Background: an optimization exercise with open tools, aiming at small area, a short achievable clock period and few clock cycles. Do not read the settings as production practice.
Where RTL was checked, it was by simulation tests only, not by an equivalence proof against the original.
Only the layout flow was run in run 2; the RTL was not checked for function there.
Power and IR drop assume default switching activity.

==> flow/design.v (outline; a module is shown in full before it is edited, if it fits) <==
// module mul_unit: 2468 lines
module mul_unit
    (
        input logic clk,
        input logic rst,
        input logic [1:0] issue_fn3,
        input logic [31:0] rs1,
        input logic [31:0] rs2,
        input logic issue_new_request,
        input logic [3:0] issue_id,
        output logic issue_ready,
        input logic wb_ack,
        output logic wb_done,
        output logic [3:0] wb_id,
        output logic [31:0] wb_rd
    );
  // ...
==> flow/flow/run.sh <==
#!/bin/bash
# The standard ORFS layout (standard.sh) with two changes:
#  - SYNTH_ARGS=-noabc: Yosys's synth skips its quick "abc -fast" pass, so
#    the full adders written in the RTL reach extract_fa as written; the
#    registers are the same as the standard synthesis's;
#  - the port buffers that buffer_ports inserts are plain buffers
#    (buf_2) instead of the default delay cells.
cp standard.sh standard_sh_copy.log
export BUFFER_PORTS_ARGS="-buffer_cell sky130_fd_sc_hd__buf_2"
bash standard.sh SYNTH_ARGS=-noabc finish > standard.log 2>&1
status=$?
tail -50 standard.log
exit $status
==> flow/standard.sh <==
#!/bin/bash
# synth_recipe.tcl (not shown) runs the flow's synth.tcl, then flattens the netlist and writes it again
# the make line also repeats each setting of config.mk as NAME=value (left out here)
make -C /OpenROAD-flow-scripts/flow DESIGN_CONFIG=/design/flow/config.mk WORK_HOME=/design/flow/orfs CLKGATE_MAP_FILE= SYNTH_SCRIPT=/design/flow/synth_recipe.tcl "${@:-finish}"
==> flow/config.mk <==
export PLATFORM = sky130hd
export DESIGN_NAME = mul_unit
export DESIGN_NICKNAME = mul_unit
export VERILOG_FILES = /design/flow/design.v
export SDC_FILE = /design/flow/constraint.sdc
export NUM_CORES = 4
export LEC_CHECK = 0
export CAP_MARGIN = 20
export CORE_MARGIN = 2
export CORE_UTILIZATION = 40
export CTS_BUF_LIST = sky130_fd_sc_hd__clkbuf_8
export PLACE_DENSITY = 0.8
export SETUP_SLACK_MARGIN = 3.85
export SLEW_MARGIN = 20
==> flow/constraint.sdc <==
create_clock -name core_clock -period 10.0 [get_ports {clk}]
set_input_delay 2.0000 -clock core_clock [delete_from_list [all_inputs] [get_ports {clk}]]
set_output_delay 2.0000 -clock core_clock [all_outputs]
set_load 0.01 [all_outputs]
==> run summary, run 1 <==
hold slack=~460 ps; Worst-Margin Slew=between 900 and 1000 ps; commonest non-fill, non-tap cell in the layout=xnor2_1; drt pass-1 iters=8; GR Util met2=37.5%; H-tree levels=4; clock buffer count in the final layout=17; WHS Path Cells=2; R2R depth=12; clock network fraction of design power=roughly 5.0%; register area share after synthesis=between 10% and 20%; Clock Sinks=around 150; total CTS buffers=17; Max-Cap Viols=0; vias in the first global route=~23000; fraction of area in multi-input gates=between 70% and 80%; Antenna Nets Post-Route=0; synth warn=1; die height=around 260 µm; core area=0.0672 mm²; first-pass GRT wire length=~130000 µm; CTS Root Cell=clkbuf_8; Starting Density=between 40% and 50%; top cell type by total area after synthesis=fa_1; run status=complete, no violations; crit path cell chain=ha_1 -> a21o_1 -> a21o_1 -> a221o_1 -> a221oi_2 -> o211a_4 -> a21oi_2 -> a211o_1 -> o21a_1 -> or3_1 -> and3_1 -> o31a_1 -> buf_2; top power group=combinational logic; Setup Crit Path Kind=flop to primary output; Placed Area=between 0.02 and 0.03 mm²; met1 Usage GRT=approximately 29%; Design Area, Final=around 0.029 mm²; Area-dominant class=multi-input combinational cells; Post-CTS Setup Repair Bufs=1; total grt overflow=0; hold path start=held_rd[25]
Testbench counts, summed over its fixed seeds: cycles 16,008.
==> run 2: changes to the inputs <==
--- a/flow/design.v
+++ b/flow/design.v
@@ -15,23 +15,23 @@
     );
     logic rs1_is_signed, rs2_is_signed, is_mulhx;
     logic [32:0] a;
     logic [33:0] b;
     logic advance;
     logic valid_r;
     logic mulh_r;
     logic [3:0] id_r;
-    logic [112:0] cut_d;
-    logic [112:0] cut_q;
+    logic [116:0] cut_d;
+    logic [116:0] cut_q;
     logic [63:0] sum_x, sum_y, product;
     logic held_r;
     logic [31:0] held_rd;
     logic one1, two2, neg3, x4, x5, x6, x7, x8, x9, x10, x11, x12, x13, x14, x15, x16, x17, x18, x19, x20, x21, x22, x23, x24, x25, x26, x27, x28, x29, x30, x31, x32, x33, x34, x35, x36, pp37, pp38, pp39, pp40, pp41, pp42, pp43, pp44, pp45, pp46, pp47, pp48, pp49, pp50, pp51, pp52, pp53, pp54, pp55, pp56, pp57, pp58, pp59, pp60, pp61, pp62, pp63, pp64, pp65, pp66, pp67, pp68, pp69, pp70, one71, two72, neg73, x74, x75, x76, x77, x78, x79, x80, x81, x82, x83, x84, x85, x86, x87, x88, x89, x90, x91, x92, x93, x94, x95, x96, x97, x98, x99, x100, x101, x102, x103, x104, x105, x106, pp107, pp108, pp109, pp110, pp111, pp112, pp113, pp114, pp115, pp116, pp117, pp118, pp119, pp120, pp121, pp122, pp123, pp124, pp125, pp126, pp127, pp128, pp129, pp130, pp131, pp132, pp133, pp134, pp135, pp136, pp137, pp138, pp139, pp140, one141, two142, neg143, x144, x145, x146, x147, x148, x149, x150, x151, x152, x153, x154, x155, x156, x157, x158, x159, x160, x161, x162, x163, x164, x165, x166, x167, x168, x169, x170, x171, x172, x173, x174, x175, x176, pp177, pp178, pp179, pp180, pp181, pp182, pp183, pp184, pp185, pp186, pp187, pp188, pp189, pp190, pp191, pp192, pp193, pp194, pp195, pp196, pp197, pp198, pp199, pp200, pp201, pp202, pp203, pp204, pp205, pp206, pp207, pp208, pp209, pp210, one211, two212, neg213, x214, x215, x216, x217, x218, x219, x220, x221, x222, x223, x224, x225, x226, x227, x228, x229, x230, x231, x232, x233, x234, x235, x236, x237, x238, x239, x240, x241, x242, x243, x244, x245, x246, pp247, pp248, pp249, pp250, pp251, pp252, pp253, pp254, pp255, pp256, pp257, pp258, pp259, pp260, pp261, pp262, pp263, pp264, pp265, pp266, pp267, pp268, pp269, pp270, pp271, pp272, pp273, pp274, pp275, pp276, pp277, pp278, pp279, pp280, one281, two282, neg283, x284, x285, x286, x287, x288, x289, x290, x291, x292, x293, x294, x295, x296, x297, x298, x299, x300, x301, x302, x303, x304, x305, x306, x307, x308, x309, x310, x311, x312, x313, x314, x315, x316, pp317, pp318, pp319, pp320, pp321, pp322, pp323, pp324, pp325, pp326, pp327, pp328, pp329, pp330, pp331, pp332, pp333, pp334, pp335, pp336, pp337, pp338, pp339, pp340, pp341, pp342, pp343, pp344, pp345, pp346, pp347, pp348, pp349, pp350, one351, two352, neg353, x354, x355, x356, x357, x358, x359, x360, x361, x362, x363, x364, x365, x366, x367, x368, x369, x370, x371, x372, x373, x374, x375, x376, x377, x378, x379, x380, x381, x382, x383, x384, x385, x386, pp387, pp388, pp389, pp390, pp391, pp392, pp393, pp394, pp395, pp396, pp397, pp398, pp399, pp400, pp401, pp402, pp403, pp404, pp405, pp406, pp407, pp408, pp409, pp410, pp411, pp412, pp413, pp414, pp415, pp416, pp417, pp418, pp419, pp420, one421, two422, neg423, x424, x425, x426, x427, x428, x429, x430, x431, x432, x433, x434, x435, x436, x437, x438, x439, x440, x441, x442, x443, x444, x445, x446, x447, x448, x449, x450, x451, x452, x453, x454, x455, x456, pp457, pp458, pp459, pp460, pp461, pp462, pp463, pp464, pp465, pp466, pp467, pp468, pp469, pp470, pp471, pp472, pp473, pp474, pp475, pp476, pp477, pp478, pp479, pp480, pp481, pp482, pp483, pp484, pp485, pp486, pp487, pp488, pp489, pp490, one491, two492, neg493, x494, x495, x496, x497, x498, x499, x500, x501, x502, x503, x504, x505, x506, x507, x508, x509, x510, x511, x512, x513, x514, x515, x516, x517, x518, x519, x520, x521, x522, x523, x524, x525, x526, pp527, pp528, pp529, pp530, pp531, pp532, pp533, pp534, pp535, pp536, pp537, pp538, pp539, pp540, pp541, pp542, pp543, pp544, pp545, pp546, pp547, pp548, pp549, pp550, pp551, pp552, pp553, pp554, pp555, pp556, pp557, pp558, pp559, pp560, one561, two562, neg563, x564, x565, x566, x567, x568, x569, x570, x571, x572, x573, x574, x575, x576, x577, x578, x579, x580, x581, x582, x583, x584, x585, x586, x587, x588, x589, x590, x591, x592, x593, x594, x595, x596, pp597, pp598, pp599, pp600, pp601, pp602, pp603, pp604, pp605, pp606, pp607, pp608, pp609, pp610, pp611, pp612, pp613, pp614, pp615, pp616, pp617, pp618, pp619, pp620, pp621, pp622, pp623, pp624, pp625, pp626, pp627, pp628, pp629, pp630, one631, two632, neg633, x634, x635, x636, x637, x638, x639, x640, x641, x642, x643, x644, x645, x646, x647, x648, x649, x650, x651, x652, x653, x654, x655, x656, x657, x658, x659, x660, x661, x662, x663, x664, x665, x666, pp667, pp668, pp669, pp670, pp671, pp672, pp673, pp674, pp675, pp676, pp677, pp678, pp679, pp680, pp681, pp682, pp683, pp684, pp685, pp686, pp687, pp688, pp689, pp690, pp691, pp692, pp693, pp694, pp695, pp696, pp697, pp698, pp699, pp700, one701, two702, neg703, x704, x705, x706, x707, x708, x709, x710, x711, x712, x713, x714, x715, x716, x717, x718, x719, x720, x721, x722, x723, x724, x725, x726, x727, x728, x729, x730, x731, x732, x733, x734, x735, x736, pp737, pp738, pp739, pp740, pp741, pp742, pp743, pp744, pp745, pp746, pp747, pp748, pp749, pp750, pp751, pp752, pp753, pp754, pp755, pp756, pp757, pp758, pp759, pp760, pp761, pp762, pp763, pp764, pp765, pp766, pp767, pp768, pp769, pp770, one771, two772, neg773, x774, x775, x776, x777, x778, x779, x780, x781, x782, x783, x784, x785, x786, x787, x788, x789, x790, x791, x792, x793, x794, x795, x796, x797, x798, x799, x800, x801, x802, x803, x804, x805, x806, pp807, pp808, pp809, pp810, pp811, pp812, pp813, pp814, pp815, pp816, pp817, pp818, pp819, pp820, pp821, pp822, pp823, pp824, pp825, pp826, pp827, pp828, pp829, pp830, pp831, pp832, pp833, pp834, pp835, pp836, pp837, pp838, pp839, pp840, one841, two842, neg843, x844, x845, x846, x847, x848, x849, x850, x851, x852, x853, x854, x855, x856, x857, x858, x859, x860, x861, x862, x863, x864, x865, x866, x867, x868, x869, x870, x871, x872, x873, x874, x875, x876, pp877, pp878, pp879, pp880, pp881, pp882, pp883, pp884, pp885, pp886, pp887, pp888, pp889, pp890, pp891, pp892, pp893, pp894, pp895, pp896, pp897, pp898, pp899, pp900, pp901, pp902, pp903, pp904, pp905, pp906, pp907, pp908, pp909, pp910, one911, two912, neg913, x914, x915, x916, x917, x918, x919, x920, x921, x922, x923, x924, x925, x926, x927, x928, x929, x930, x931, x932, x933, x934, x935, x936, x937, x938, x939, x940, x941, x942, x943, x944, x945, x946, pp947, pp948, pp949, pp950, pp951, pp952, pp953, pp954, pp955, pp956, pp957, pp958, pp959, pp960, pp961, pp962, pp963, pp964, pp965, pp966, pp967, pp968, pp969, pp970, pp971, pp972, pp973, pp974, pp975, pp976, pp977, pp978, pp979, pp980, one981, two982, neg983, x984, x985, x986, x987, x988, x989, x990, x991, x992, x993, x994, x995, x996, x997, x998, x999, x1000, x1001, x1002, x1003, x1004, x1005, x1006, x1007, x1008, x1009, x1010, x1011, x1012, x1013, x1014, x1015, x1016, pp1017, pp1018, pp1019, pp1020, pp1021, pp1022, pp1023, pp1024, pp1025, pp1026, pp1027, pp1028, pp1029, pp1030, pp1031, pp1032, pp1033, pp1034, pp1035, pp1036, pp1037, pp1038, pp1039, pp1040, pp1041, pp1042, pp1043, pp1044, pp1045, pp1046, pp1047, pp1048, pp1049, pp1050, one1051, two1052, neg1053, x1054, x1055, x1056, x1057, x1058, x1059, x1060, x1061, x1062, x1063, x1064, x1065, x1066, x1067, x1068, x1069, x1070, x1071, x1072, x1073, x1074, x1075, x1076, x1077, x1078, x1079, x1080, x1081, x1082, x1083, x1084, x1085, x1086, pp1087, pp1088, pp1089, pp1090, pp1091, pp1092, pp1093, pp1094, pp1095, pp1096, pp1097, pp1098, pp1099, pp1100, pp1101, pp1102, pp1103, pp1104, pp1105, pp1106, pp1107, pp1108, pp1109, pp1110, pp1111, pp1112, pp1113, pp1114, pp1115, pp1116, pp1117, pp1118, pp1119, pp1120, one1121, two1122, neg1123, x1124, x1125, x1126, x1127, x1128, x1129, x1130, x1131, x1132, x1133, x1134, x1135, x1136, x1137, x1138, x1139, x1140, x1141, x1142, x1143, x1144, x1145, x1146, x1147, x1148, x1149, x1150, x1151, x1152, x1153, x1154, x1155, x1156, pp1157, pp1158, pp1159, pp1160, pp1161, pp1162, pp1163, pp1164, pp1165, pp1166, pp1167, pp1168, pp1169, pp1170, pp1171, pp1172, pp1173, pp1174, pp1175, pp1176, pp1177, pp1178, pp1179, pp1180, pp1181, pp1182, pp1183, pp1184, pp1185, pp1186, pp1187, pp1188, s1189, c1190, s1191, c1192, s1193, c1194, s1195, c1196, s1197, c1198, s1199, c1200, s1201, c1202, s1203, c1204, s1205, c1206, s1207, c1208, s1209, c1210, s1211, c1212, s1213, c1214, s1215, c1216, s1217, c1218, s1219, c1220, s1221, c1222, s1223, c1224, s1225, c1226, s1227, c1228, s1229, c1230, s1231, c1232, s1233, c1234, s1235, c1236, s1237, c1238, s1239, c1240, s1241, c1242, s1243, c1244, s1245, c1246, s1247, c1248, s1249, c1250, s1251, c1252, s1253, c1254, s1255, c1256, s1257, c1258, s1259, c1260, s1261, c1262, s1263, c1264, s1265, c1266, s1267, c1268, s1269, c1270, s1271, c1272, s1273, c1274, s1275, c1276, s1277, c1278, s1279, c1280, s1281, c1282, s1283, c1284, s1285, c1286, s1287, c1288, s1289, c1290, s1291, c1292, s1293, c1294, s1295, c1296, s1297, c1298, s1299, c1300, s1301, c1302, s1303, c1304, s1305, c1306, s1307, c1308, s1309, c1310, s1311, c1312, s1313, c1314, s1315, c1316, s1317, c1318, s1319, c1320, s1321, c1322, s1323, c1324, s1325, c1326, s1327, c1328, s1329, c1330, s1331, c1332, s1333, c1334, s1335, c1336, s1337, c1338, s1339, c1340, s1341, c1342, s1343, c1344, s1345, c1346, s1347, c1348, s1349, c1350, s1351, c1352, s1353, c1354, s1355, c1356, s1357, c1358, s1359, c1360, s1361, c1362, s1363, c1364, s1365, c1366, s1367, c1368, s1369, c1370, s1371, c1372, s1373, c1374, s1375, c1376, s1377, c1378, s1379, c1380, s1381, c1382, s1383, c1384, s1385, c1386, s1387, c1388, s1389, c1390, s1391, c1392, s1393, c1394, s1395, c1396, s1397, c1398, s1399, c1400, s1401, c1402, s1403, c1404, s1405, c1406, s1407, c1408, s1409, c1410, s1411, c1412, s1413, c1414, s1415, c1416, s1417, c1418, s1419, c1420, s1421, c1422, s1423, c1424, s1425, c1426, s1427, c1428, s1429, c1430, s1431, c1432, s1433, c1434, s1435, c1436, s1437, c1438, s1439, c1440, s1441, c1442, s1443, c1444, s1445, c1446, s1447, c1448, s1449, c1450, s1451, c1452, s1453, c1454, s1455, c1456, s1457, c1458, s1459, c1460, s1461, c1462, s1463, c1464, s1465, c1466, s1467, c1468, s1469, c1470, s1471, c1472, s1473, c1474, s1475, c1476, s1477, c1478, s1479, c1480, s1481, c1482, s1483, c1484, s1485, c1486, s1487, c1488, s1489, c1490, s1491, c1492, s1493, c1494, s1495, c1496, s1497, c1498, s1499, c1500, s1501, c1502, s1503, c1504, s1505, c1506, s1507, c1508, s1509, c1510, s1511, c1512, s1513, c1514, s1515, c1516, s1517, c1518, s1519, c1520, s1521, c1522, s1523, c1524, s1525, c1526, s1527, c1528, s1529, c1530, s1531, c1532, s1533, c1534, s1535, c1536, s1537, c1538, s1539, c1540, s1541, c1542, s1543, c1544, s1545, c1546, s1547, c1548, s1549, c1550, s1551, c1552, s1553, c1554, s1555, c1556, s1557, c1558, s1559, c1560, s1561, c1562, s1563, c1564, s1565, c1566, s1567, c1568, s1569, c1570, s1571, c1572, s1573, c1574, s1575, c1576, s1577, c1578, s1579, c1580, s1581, c1582, s1583, c1584, s1585, c1586, s1587, c1588, s1589, c1590, s1591, c1592, s1593, c1594, s1595, c1596, s1597, c1598, s1599, c1600, s1601, c1602, s1603, c1604, s1605, c1606, s1607, c1608, s1609, c1610, s1611, c1612, s1613, c1614, s1615, c1616, s1617, c1618, s1619, c1620, s1621, c1622, s1623, c1624, s1625, c1626, s1627, c1628, s1629, c1630, s1631, c1632, s1633, c1634, s1635, c1636, s1637, c1638, s1639, c1640, s1641, c1642, s1643, c1644, s1645, c1646, s1647, c1648, s1649, c1650, s1651, c1652, s1653, c1654, s1655, c1656, s1657, c1658, s1659, c1660, s1661, c1662, s1663, c1664, s1665, c1666, s1667, c1668, s1669, c1670, s1671, c1672, s1673, c1674, s1675, c1676, s1677, c1678, s1679, c1680, s1681, c1682, s1683, c1684, s1685, c1686, s1687, c1688, s1689, c1690, s1691, c1692, s1693, c1694, s1695, c1696, s1697, c1698, s1699, c1700, s1701, c1702, s1703, c1704, s1705, c1706, s1707, c1708, s1709, c1710, s1711, c1712, s1713, c1714, s1715, c1716, s1717, c1718, s1719, c1720, s1721, c1722, s1723, c1724, s1725, c1726, s1727, c1728, s1729, c1730, s1731, c1732, s1733, c1734, s1735, c1736, s1737, c1738, s1739, c1740, s1741, c1742, s1743, c1744, s1745, c1746, s1747, c1748, s1749, c1750, s1751, c1752, s1753, c1754, s1755, c1756, s1757, c1758, s1759, c1760, s1761, c1762, s1763, c1764, s1765, c1766, s1767, c1768, s1769, c1770, s1771, c1772, s1773, c1774, s1775, c1776, s1777, c1778, s1779, c1780, s1781, c1782, s1783, c1784, s1785, c1786, s1787, c1788, s1789, c1790, s1791, c1792, s1793, c1794, s1795, c1796, s1797, c1798, s1799, c1800, s1801, c1802, s1803, c1804, s1805, c1806, s1807, c1808, s1809, c1810, s1811, c1812, s1813, c1814, s1815, c1816, s1817, c1818, s1819, c1820, s1821, c1822, s1823, c1824, s1825, c1826, s1827, c1828, s1829, c1830, s1831, c1832, s1833, c1834, s1835, c1836, s1837, c1838, s1839, c1840, s1841, c1842, s1843, c1844, s1845, c1846, s1847, c1848, s1849, c1850, s1851, c1852, s1853, c1854, s1855, c1856, s1857, c1858, s1859, c1860, s1861, c1862, s1863, c1864, s1865, c1866, s1867, c1868, s1869, c1870, s1871, c1872, s1873, c1874, s1875, c1876, s1877, c1878, s1879, c1880, s1881, c1882, s1883, c1884, s1885, c1886, s1887, c1888, s1889, c1890, s1891, c1892, s1893, c1894, s1895, c1896, s1897, c1898, s1899, c1900, s1901, c1902, s1903, c1904, s1905, c1906, s1907, c1908, s1909, c1910, s1911, c1912, s1913, c1914, s1915, c1916, s1917, c1918, s1919, c1920, s1921, c1922, s1923, c1924, s1925, c1926, s1927, c1928, s1929, c1930, s1931, c1932, s1933, c1934, s1935, c1936, s1937, c1938, s1939, c1940, s1941, c1942, s1943, c1944, s1945, c1946, s1947, c1948, s1949, c1950, s1951, c1952, s1953, c1954, s1955, c1956, s1957, c1958, s1959, c1960, s1961, c1962, s1963, c1964, s1965, c1966, s1967, c1968, s1969, c1970, s1971, c1972, s1973, c1974, s1975, c1976, s1977, c1978, s1979, c1980, s1981, c1982, s1983, c1984, s1985, c1986, s1987, c1988, s1989, c1990, s1991, c1992, s1993, c1994, s1995, c1996, s1997, c1998, s1999, c2000, s2001, c2002, s2003, c2004, s2005, c2006, s2007, c2008, s2009, c2010, s2011, c2012, s2013, c2014, s2015, c2016, s2017, c2018, s2019, c2020, s2021, c2022, s2023, c2024, s2025, c2026, s2027, c2028, s2029, c2030, s2031, c2032, s2033, c2034, s2035, c2036, s2037, c2038, s2039, c2040, s2041, c2042, s2043, c2044, s2045, c2046, s2047, c2048, s2049, c2050, s2051, c2052, s2053, c2054, s2055, c2056, s2057, c2058, s2059, c2060, s2061, c2062, s2063, c2064, s2065, c2066, s2067, c2068, s2069, c2070, s2071, c2072, s2073, c2074, s2075, c2076, s2077, c2078, s2079, c2080, s2081, c2082, s2083, c2084, s2085, c2086, s2087, c2088, s2089, c2090, s2091, c2092, s2093, c2094, s2095, c2096, s2097, c2098, s2099, c2100, s2101, c2102, s2103, c2104, s2105, c2106, s2107, c2108, s2109, c2110, s2111, c2112, s2113, c2114, s2115, c2116, s2117, c2118, s2119, c2120, s2121, c2122, s2123, c2124, s2125, c2126, s2127, c2128, s2129, c2130, s2131, c2132, s2133, c2134, s2135, c2136, s2137, c2138, s2139, c2140, s2141, c2142, s2143, c2144, s2145, c2146, s2147, c2148, s2149, c2150, s2151, c2152, s2153, c2154, s2155, c2156, s2157, c2158, s2159, c2160, s2161, c2162, s2163, c2164, s2165, c2166, s2167, c2168, s2169, c2170, s2171, c2172, s2173, c2174, s2175, c2176, s2177, c2178, s2179, c2180, s2181, c2182, s2183, c2184, s2185, c2186, s2187, c2188, s2189, c2190, s2191, c2192, s2193, c2194, s2195, c2196, s2197, c2198, s2199, c2200, s2201, c2202, s2203, c2204, s2205, c2206, s2207, c2208, s2209, c2210, s2211, c2212, s2213, c2214, s2215, c2216, s2217, c2218, s2219, c2220, s2221, c2222, s2223, c2224, s2225, c2226, s2227, c2228, s2229, c2230, s2231, c2232, s2233, c2234, s2235, c2236, s2237, c2238, s2239, c2240, s2241, c2242;
-    logic [16:0] low_sum;
+    logic [12:0] low_sum;
     assign rs1_is_signed = (issue_fn3 == 2'b01) | (issue_fn3 == 2'b10);
     assign rs2_is_signed = (issue_fn3 == 2'b01);
     assign is_mulhx = (issue_fn3 != 2'b00);
     assign a = {rs1_is_signed & rs1[31], rs1};
     assign b = {{2{rs2_is_signed & rs2[31]}}, rs2};
     assign one1 = b[0] ^ 1'b0;
     assign two2 = (b[1] & ~b[0] & ~1'b0) | (~b[1] & b[0] & 1'b0);
     assign neg3 = b[1] & ~(b[0] & 1'b0);
@@ -1788,20 +1788,20 @@
     assign {c2228, s2227} = {1'b0, s1987} + {1'b0, c2104} + {1'b0, s2105};
     assign {c2230, s2229} = {1'b0, c1988} + {1'b0, s2107} + {1'b0, c2106};
     assign {c2232, s2231} = {1'b0, c1992} + {1'b0, s2109} + {1'b0, c2108};
     assign {c2234, s2233} = {1'b0, s1997} + {1'b0, c2110} + {1'b0, s2111};
     assign {c2236, s2235} = {1'b0, c1998} + {1'b0, s2113} + {1'b0, c2112};
     assign {c2238, s2237} = {1'b0, c2000} + {1'b0, s2115} + {1'b0, c2114};
     assign {c2240, s2239} = {1'b0, pp1187} + {1'b0, s2117} + {1'b0, c2116};
     assign {c2242, s2241} = {1'b0, pp1120} + {1'b0, pp1188} + {1'b0, c2118};
-    assign low_sum = {1'b0, c2144, c2142, c2140, c2138, c2136, c2134, c2132, c2130, c2128, c2126, c2124, c2122, c2120, pp107, pp38, neg3} + {1'b0, s2145, s2143, s2141, s2139, s2137, s2135, s2133, s2131, s2129, s2127, s2125, s2123, s2121, s2119, 1'b0, pp37};
-    assign cut_d = {c2240, s2241, c2238, s2239, c2236, s2237, s2235, c2234, c2232, s2233, c2230, s2231, c2228, s2229, s2227, c2226, s2225, c2224, c2222, s2223, c2220, s2221, c2218, s2219, s2217, c2216, s2215, c2214, s2213, c2212, s2211, c2210, s2209, c2208, c2206, s2207, c2204, s2205, s2203, c2202, s2201, c2200, s2199, c2198, s2197, c2196, s2195, c2194, s2193, c2192, s2191, c2190, s2189, c2188, s2187, c2186, s2185, c2184, s2183, c2182, s2181, c2180, s2179, c2178, s2177, c2176, s2175, c2174, s2173, c2172, s2171, c2170, s2169, c2168, s2167, c2166, s2165, c2164, s2163, c2162, s2161, c2160, s2159, c2158, s2157, c2156, s2155, c2154, s2153, c2152, s2151, c2150, s2149, c2148, s2147, c2146, low_sum[16], low_sum[15], low_sum[14], low_sum[13], low_sum[12], low_sum[11], low_sum[10], low_sum[9], low_sum[8], low_sum[7], low_sum[6], low_sum[5], low_sum[4], low_sum[3], low_sum[2], low_sum[1], low_sum[0]};
-    assign sum_x = {cut_q[111], cut_q[109], cut_q[107], cut_q[105], cut_q[103], cut_q[101], cut_q[99], cut_q[97], cut_q[95], cut_q[93], cut_q[91], cut_q[89], cut_q[87], cut_q[85], cut_q[83], cut_q[81], cut_q[79], cut_q[77], cut_q[75], cut_q[73], cut_q[71], cut_q[69], cut_q[67], cut_q[65], cut_q[63], cut_q[61], cut_q[59], cut_q[57], cut_q[55], cut_q[53], cut_q[51], cut_q[49], cut_q[47], cut_q[45], cut_q[43], cut_q[41], cut_q[39], cut_q[37], cut_q[35], cut_q[33], cut_q[31], cut_q[29], cut_q[27], cut_q[25], cut_q[23], cut_q[21], cut_q[19], cut_q[17], cut_q[15], cut_q[14], cut_q[13], cut_q[12], cut_q[11], cut_q[10], cut_q[9], cut_q[8], cut_q[7], cut_q[6], cut_q[5], cut_q[4], cut_q[3], cut_q[2], cut_q[1], cut_q[0]};
-    assign sum_y = {cut_q[112], cut_q[110], cut_q[108], cut_q[106], cut_q[104], cut_q[102], cut_q[100], cut_q[98], cut_q[96], cut_q[94], cut_q[92], cut_q[90], cut_q[88], cut_q[86], cut_q[84], cut_q[82], cut_q[80], cut_q[78], cut_q[76], cut_q[74], cut_q[72], cut_q[70], cut_q[68], cut_q[66], cut_q[64], cut_q[62], cut_q[60], cut_q[58], cut_q[56], cut_q[54], cut_q[52], cut_q[50], cut_q[48], cut_q[46], cut_q[44], cut_q[42], cut_q[40], cut_q[38], cut_q[36], cut_q[34], cut_q[32], cut_q[30], cut_q[28], cut_q[26], cut_q[24], cut_q[22], cut_q[20], cut_q[18], 1'b0, 1'b0, 1'b0, 1'b0, 1'b0, 1'b0, 1'b0, 1'b0, 1'b0, 1'b0, 1'b0, 1'b0, 1'b0, 1'b0, 1'b0, 1'b0};
+    assign low_sum = {1'b0, c2136, c2134, c2132, c2130, c2128, c2126, c2124, c2122, c2120, pp107, pp38, neg3} + {1'b0, s2137, s2135, s2133, s2131, s2129, s2127, s2125, s2123, s2121, s2119, 1'b0, pp37};
+    assign cut_d = {c2240, s2241, c2238, s2239, c2236, s2237, s2235, c2234, c2232, s2233, c2230, s2231, c2228, s2229, s2227, c2226, s2225, c2224, c2222, s2223, c2220, s2221, c2218, s2219, s2217, c2216, s2215, c2214, s2213, c2212, s2211, c2210, s2209, c2208, c2206, s2207, c2204, s2205, s2203, c2202, s2201, c2200, s2199, c2198, s2197, c2196, s2195, c2194, s2193, c2192, s2191, c2190, s2189, c2188, s2187, c2186, s2185, c2184, s2183, c2182, s2181, c2180, s2179, c2178, s2177, c2176, s2175, c2174, s2173, c2172, s2171, c2170, s2169, c2168, s2167, c2166, s2165, c2164, s2163, c2162, s2161, c2160, s2159, c2158, s2157, c2156, s2155, c2154, s2153, c2152, s2151, c2150, s2149, c2148, s2147, c2146, s2145, c2144, s2143, c2142, s2141, c2140, s2139, c2138, low_sum[12], low_sum[11], low_sum[10], low_sum[9], low_sum[8], low_sum[7], low_sum[6], low_sum[5], low_sum[4], low_sum[3], low_sum[2], low_sum[1], low_sum[0]};
+    assign sum_x = {cut_q[115], cut_q[113], cut_q[111], cut_q[109], cut_q[107], cut_q[105], cut_q[103], cut_q[101], cut_q[99], cut_q[97], cut_q[95], cut_q[93], cut_q[91], cut_q[89], cut_q[87], cut_q[85], cut_q[83], cut_q[81], cut_q[79], cut_q[77], cut_q[75], cut_q[73], cut_q[71], cut_q[69], cut_q[67], cut_q[65], cut_q[63], cut_q[61], cut_q[59], cut_q[57], cut_q[55], cut_q[53], cut_q[51], cut_q[49], cut_q[47], cut_q[45], cut_q[43], cut_q[41], cut_q[39], cut_q[37], cut_q[35], cut_q[33], cut_q[31], cut_q[29], cut_q[27], cut_q[25], cut_q[23], cut_q[21], cut_q[19], cut_q[17], cut_q[15], cut_q[13], cut_q[11], cut_q[10], cut_q[9], cut_q[8], cut_q[7], cut_q[6], cut_q[5], cut_q[4], cut_q[3], cut_q[2], cut_q[1], cut_q[0]};
+    assign sum_y = {cut_q[116], cut_q[114], cut_q[112], cut_q[110], cut_q[108], cut_q[106], cut_q[104], cut_q[102], cut_q[100], cut_q[98], cut_q[96], cut_q[94], cut_q[92], cut_q[90], cut_q[88], cut_q[86], cut_q[84], cut_q[82], cut_q[80], cut_q[78], cut_q[76], cut_q[74], cut_q[72], cut_q[70], cut_q[68], cut_q[66], cut_q[64], cut_q[62], cut_q[60], cut_q[58], cut_q[56], cut_q[54], cut_q[52], cut_q[50], cut_q[48], cut_q[46], cut_q[44], cut_q[42], cut_q[40], cut_q[38], cut_q[36], cut_q[34], cut_q[32], cut_q[30], cut_q[28], cut_q[26], cut_q[24], cut_q[22], cut_q[20], cut_q[18], cut_q[16], cut_q[14], 1'b0, 1'b0, 1'b0, 1'b0, 1'b0, 1'b0, 1'b0, 1'b0, 1'b0, 1'b0, 1'b0, 1'b0};
     assign advance = ~valid_r | wb_ack;
     assign issue_ready = advance;
     always_ff @ (posedge clk) begin
         cut_q <= cut_d;
         if (advance) begin
             mulh_r <= is_mulhx;
             id_r <= issue_id;
         end
@@ -1815,17 +1815,17 @@
             if (advance)
                 valid_r <= issue_new_request;
             held_r <= valid_r & ~wb_ack;
         end
     end
     always_ff @ (posedge clk)
         held_rd <= wb_rd;
     logic [63:0] ag, ap;
-    assign ag = (sum_x & sum_y) | {48'b0, cut_q[16], 15'b0};
+    assign ag = (sum_x & sum_y) | {52'b0, cut_q[12], 11'b0};
     assign ap = sum_x ^ sum_y;
     logic kg1, kp1;
     assign kg1 = ag[1] | (ap[1] & ag[0]);
     assign kp1 = ap[1] & ap[0];
     logic kg2, kp2;
     assign kg2 = ag[3] | (ap[3] & ag[2]);
     assign kp2 = ap[3] & ap[2];
     logic kg3, kp3;
==> flow/config.mk (replaced) <==
export PLATFORM = sky130hd
export DESIGN_NAME = mul_unit
export DESIGN_NICKNAME = mul_unit
export VERILOG_FILES = /design/flow/design.v
export SDC_FILE = /design/flow/constraint.sdc
export NUM_CORES = 4
export LEC_CHECK = 0
export CAP_MARGIN = 20
export CORE_MARGIN = 2
export CORE_UTILIZATION = 40
export PLACE_DENSITY = 0.8
export SETUP_SLACK_MARGIN = 4
export SLEW_MARGIN = 20
==> run summary, run 2 <==
pre-CTS WS=2910 ps (was 3040 ps); drt pass-1 iters=6 (was 8); Critical R2R Launch=cut_q[13] (was cut_q[51]); First DRT Iteration DRCs=2812 (was 2570); Antenna Nets Post-Route=0 (unchanged); P_int=4990 µW (was 4840 µW); Max-Cap Viols=0 (unchanged); Total Routing Usage GR=24.1% (was 23.9%); Final Max Tran Viols=0 (unchanged); #FFs+latches synth=156 (was 152); DR vias/cell=6.16 (was 6.23); largest reg by FF count=cut_q (unchanged); H-tree levels=4 (unchanged); total CTS buffers=17 (unchanged); Post-synth EDFFs=5 (unchanged); Top Registers=cut_q x117, held_rd x32, id_r x4 (was cut_q x113, held_rd x32, id_r x4); final std cells w/o fill=3672 (was 3616); post-layout util=43.9% (was 43.1%); Slew HR=43.4% (was 38.4%); clk slew on worst S/H paths=70 ps (was 100 ps); post-layout min period=6100 ps (was 6160 ps); routed length per instance=23.1 µm (was 23.3 µm); Synth top cells by count=xnor2_1 (525), fa_1 (472), o22ai_1 (435) (was xnor2_1 (508), fa_1 (471), o22ai_1 (436)); Starting Density=40.4% (about the same); R2R Setup Slk=6580 ps (was 6430 ps); Setup WS post-layout=3900 ps (was 3840 ps); vias in the first global route=22600 (was 23200); commonest non-fill, non-tap cell in the layout=xnor2_1 (unchanged); cell area after synthesis=0.0272 mm² (was 0.0271 mm²); GP Congestion=0.960 (was 0.933); CP Launch Point=rs2[9] (was cut_q[51]); CP arrival=6460 ps (was 4160 ps); Hold Fails Final Rpt=0 (unchanged); Worst-Margin Slew=849 ps (was 920 ps); Cells after DPL=3597 (was 3571); clock network fraction of design power=6.9% (was 5.0%); Switching Share=50.1% (was 50.3%); post-synth cell types=59 (was 58); clk_skew=9.29 ps (was 22.1 ps); DRC viols=0 (unchanged); fin crit share=61.0% (was 61.6%); CTS tree=built (unchanged); Setup Viol. Count Final=0 (unchanged); hpwl dp=64500 µm (was 64000 µm); Critical Path Sink Type=flop (was primary output); Synthesized Nets=3499 (was 3466); Post-synth ARST share=0% (unchanged); RSZ-0062 raised after global routing=yes (unchanged); CTS max path bufs=2 (unchanged); initial antenna violation count=5 (was 2); hold slack=453 ps (was 455 ps); max FFs per register=117 (was 113); die height=265 µm (was 264 µm); fmax=164 MHz (was 162 MHz); core area=0.0672 mm² (unchanged); CTS Root Cell=clkbuf_16 (was clkbuf_8); Area contributors post-synth=fa_1 (35%), xnor2_1 (17%), dfxtp_1 (11%), o22ai_1 (10%), ha_1 (6.1%) (was fa_1 (35%), xnor2_1 (16%), dfxtp_1 (11%), o22ai_1 (10%), ha_1 (6.1%)); ratio of cells with drive above 1 in the final layout=10.8% (was 9.99%); setup TNS=0 ps (unchanged); top cell type by total area after synthesis=fa_1 (unchanged); largest net degree at the start of global routing=70 (was 66); Max VDD drop=0.206 mV (was 0.198 mV); PwrDens=339 mW/mm² (was 336 mW/mm²); Layout area overhead=8.64% (was 6.86%); hold path start=held_rd[26] (was held_rd[25]); Via Count=22600 (was 22500); fin nets=3462 (was 3408); synth warn=1 (unchanged); P_sw=5010 µW (was 4900 µW); Die ar.=0.0700 mm² (was 0.0699 mm²); Clock Sinks=156 (was 152); Synth top area share=34.8% (about the same); commonest cells after routing, fill and taps aside=xnor2_1 (524), fa_1 (472), o22ai_1 (435) (was xnor2_1 (507), fa_1 (471), o22ai_1 (435)); Rows=95 (unchanged); Required @ worst endpoint=10360 ps (was 8000 ps); port bufs=111 (unchanged); Skew-Pair Late Insertion Delay=500 ps (was 550 ps); combinational share of power=80.5% (was 82.3%); synthesized instance count=2820 (was 2788); Setup Crit Path Kind=input pin to flop (was flop to primary output); most common cell in the synthesized netlist=xnor2_1 (unchanged); total grt overflow=0 (unchanged); drt total wl=85000 µm (was 84400 µm); crit path launch type=input pin (was flop); # IOs=112 (unchanged); HP Class=flop to flop (unchanged); register area share after synthesis=11.7% (was 11.4%); Lkg Pwr=0.0114 µW (was 0.0111 µW); run status=complete, no violations (unchanged); Top FF cell, synth=dfxtp_1 (unchanged); first-pass GRT wire length=129000 µm (about the same); sequential share of power=12.6% (was 12.7%); Die W=265 µm (was 264 µm); Syn Area/Cell=9.63 µm² (was 9.73 µm²); Crit Path Max Fanout=30 (was 4)
==> run 2: changes by cell type after synthesis, sizes merged, moves of 8 or more <==
cell,change
xor2,-39
nand3,+28
o31ai,-29
nor2b,-8
o21ai,+31
nand2,+33
clkbuf,+25
buf,-24
inv,+9
xnor2,+17
==> run 2: repair_timing <==
| item | CTS | global route |
|---|---|---|
| pin swaps | 3 | 2 |
| gates cloned | 3 | 3 |
| setup buffers | 5 | 29 |
| gates resized for setup | 29 | 29 |
| hold buffers | 0 | 0 |
| setup endpoints to repair | 63 | 53 |
==> run 2: cell families after synthesis <==
logic type,share of synthesized area (%)
compound gates,17.0
fa+ha+maj,40.9
xor+xnor,18.7
buf+inv,5.12
simple gates,5.88
flops,11.7
mux,0.604
==> run 2: layout make-up <==
cell class	instances	area (µm²)
clock buffer	17	425
timing repair buffer	193	1260
antenna	3	7.51
multi-input combinational	2294	22800
clock inverter	15	179
timing repair inverter	5	33.8
sequential	156	3170
inverter	116	489
tap	873	1090
fill	6149	37700
==> run 2: worst max-delay path: stages <==
cell	delay, ps
buf_2	170
ha_1	470
clkinvlp_4	570
o22ai_1	410
fa_1	500
fa_1	540
fa_1	440
fa_1	410
fa_1	540
fa_1	420
==> run 2: power by group through the flow <==
stage               Sequential [µW]  Clock (µW)  Combinational, µW
global placement               1270           0               7530
floorplan                      1220           0               5430
global route                   1290         731               8950
detailed placement             1270           0               7900
CTS                            1260         707               8000
finish                         1260         690               8050
==> run 2: path summary, 6_finish.rpt <==
kind | endpoint | cells past startpoint
worst min register to register | held_rd[26] | 2
worst max register to register | held_rd[13] | 13
worst min-delay path | held_rd[26] | 2
worst max-delay path | cut_q[60] | 10
==> run 2: metal layers <==
metal,routed length (µm),global-route usage [%],part of all wire (%)
met5,24,0,0.028
met4,5890,15.2,6.9
met3,10000,6.81,12
met2,37400,36.8,44
met1,31600,30.1,37
==> run 2: metrics by stage <==
stage | total power, µW | cell area, µm²
2_1_floorplan | 6650 | 27200
5_1_grt | 11000 | 29500
6_report | 10000 | 29500
3_5_place_dp | 9170 | 28300
3_3_place_gp | 8800 | 28300
4_1_cts | 9960 | 29100

## static timing again, ports no longer ideal
How much do the figures lean on ideal ports? The routed layouts below were timed once more, with nothing changed but the port constraints.
Step 1 sets driving cells, clkbuf_16 on the clock port and buf_2 on the other inputs (assumed; they add their load-dependent delay and slew).
Step 2 adds t to the input delays and takes it off the output delays; t is the mean of the earliest and latest rising clock arrival at the registers after step 1. Input paths then give back, and output paths get back, about the clock's delay inside the block.
a / b / c = ideal ports / drivers / drivers and shift; a / b = the first two.
| run | t, ns | setup slack, ns | hold WS [ns] | pins driven straight from the clock port |
|---|---|---|---|---|
| run 1 | 0.595 | 3.842 / 3.784 / 3.417 | 0.455 / 0.455 / 0.455 | 1 |
| run 2 | 0.554 | 3.902 / 3.939 / 3.385 | 0.453 / 0.453 / 0.453 | 1 |
After both steps every run listed still meets setup and hold. The setup slack of run 2, which loses most, moves by +0.037 ns with the drivers and by -0.517 ns with both steps.
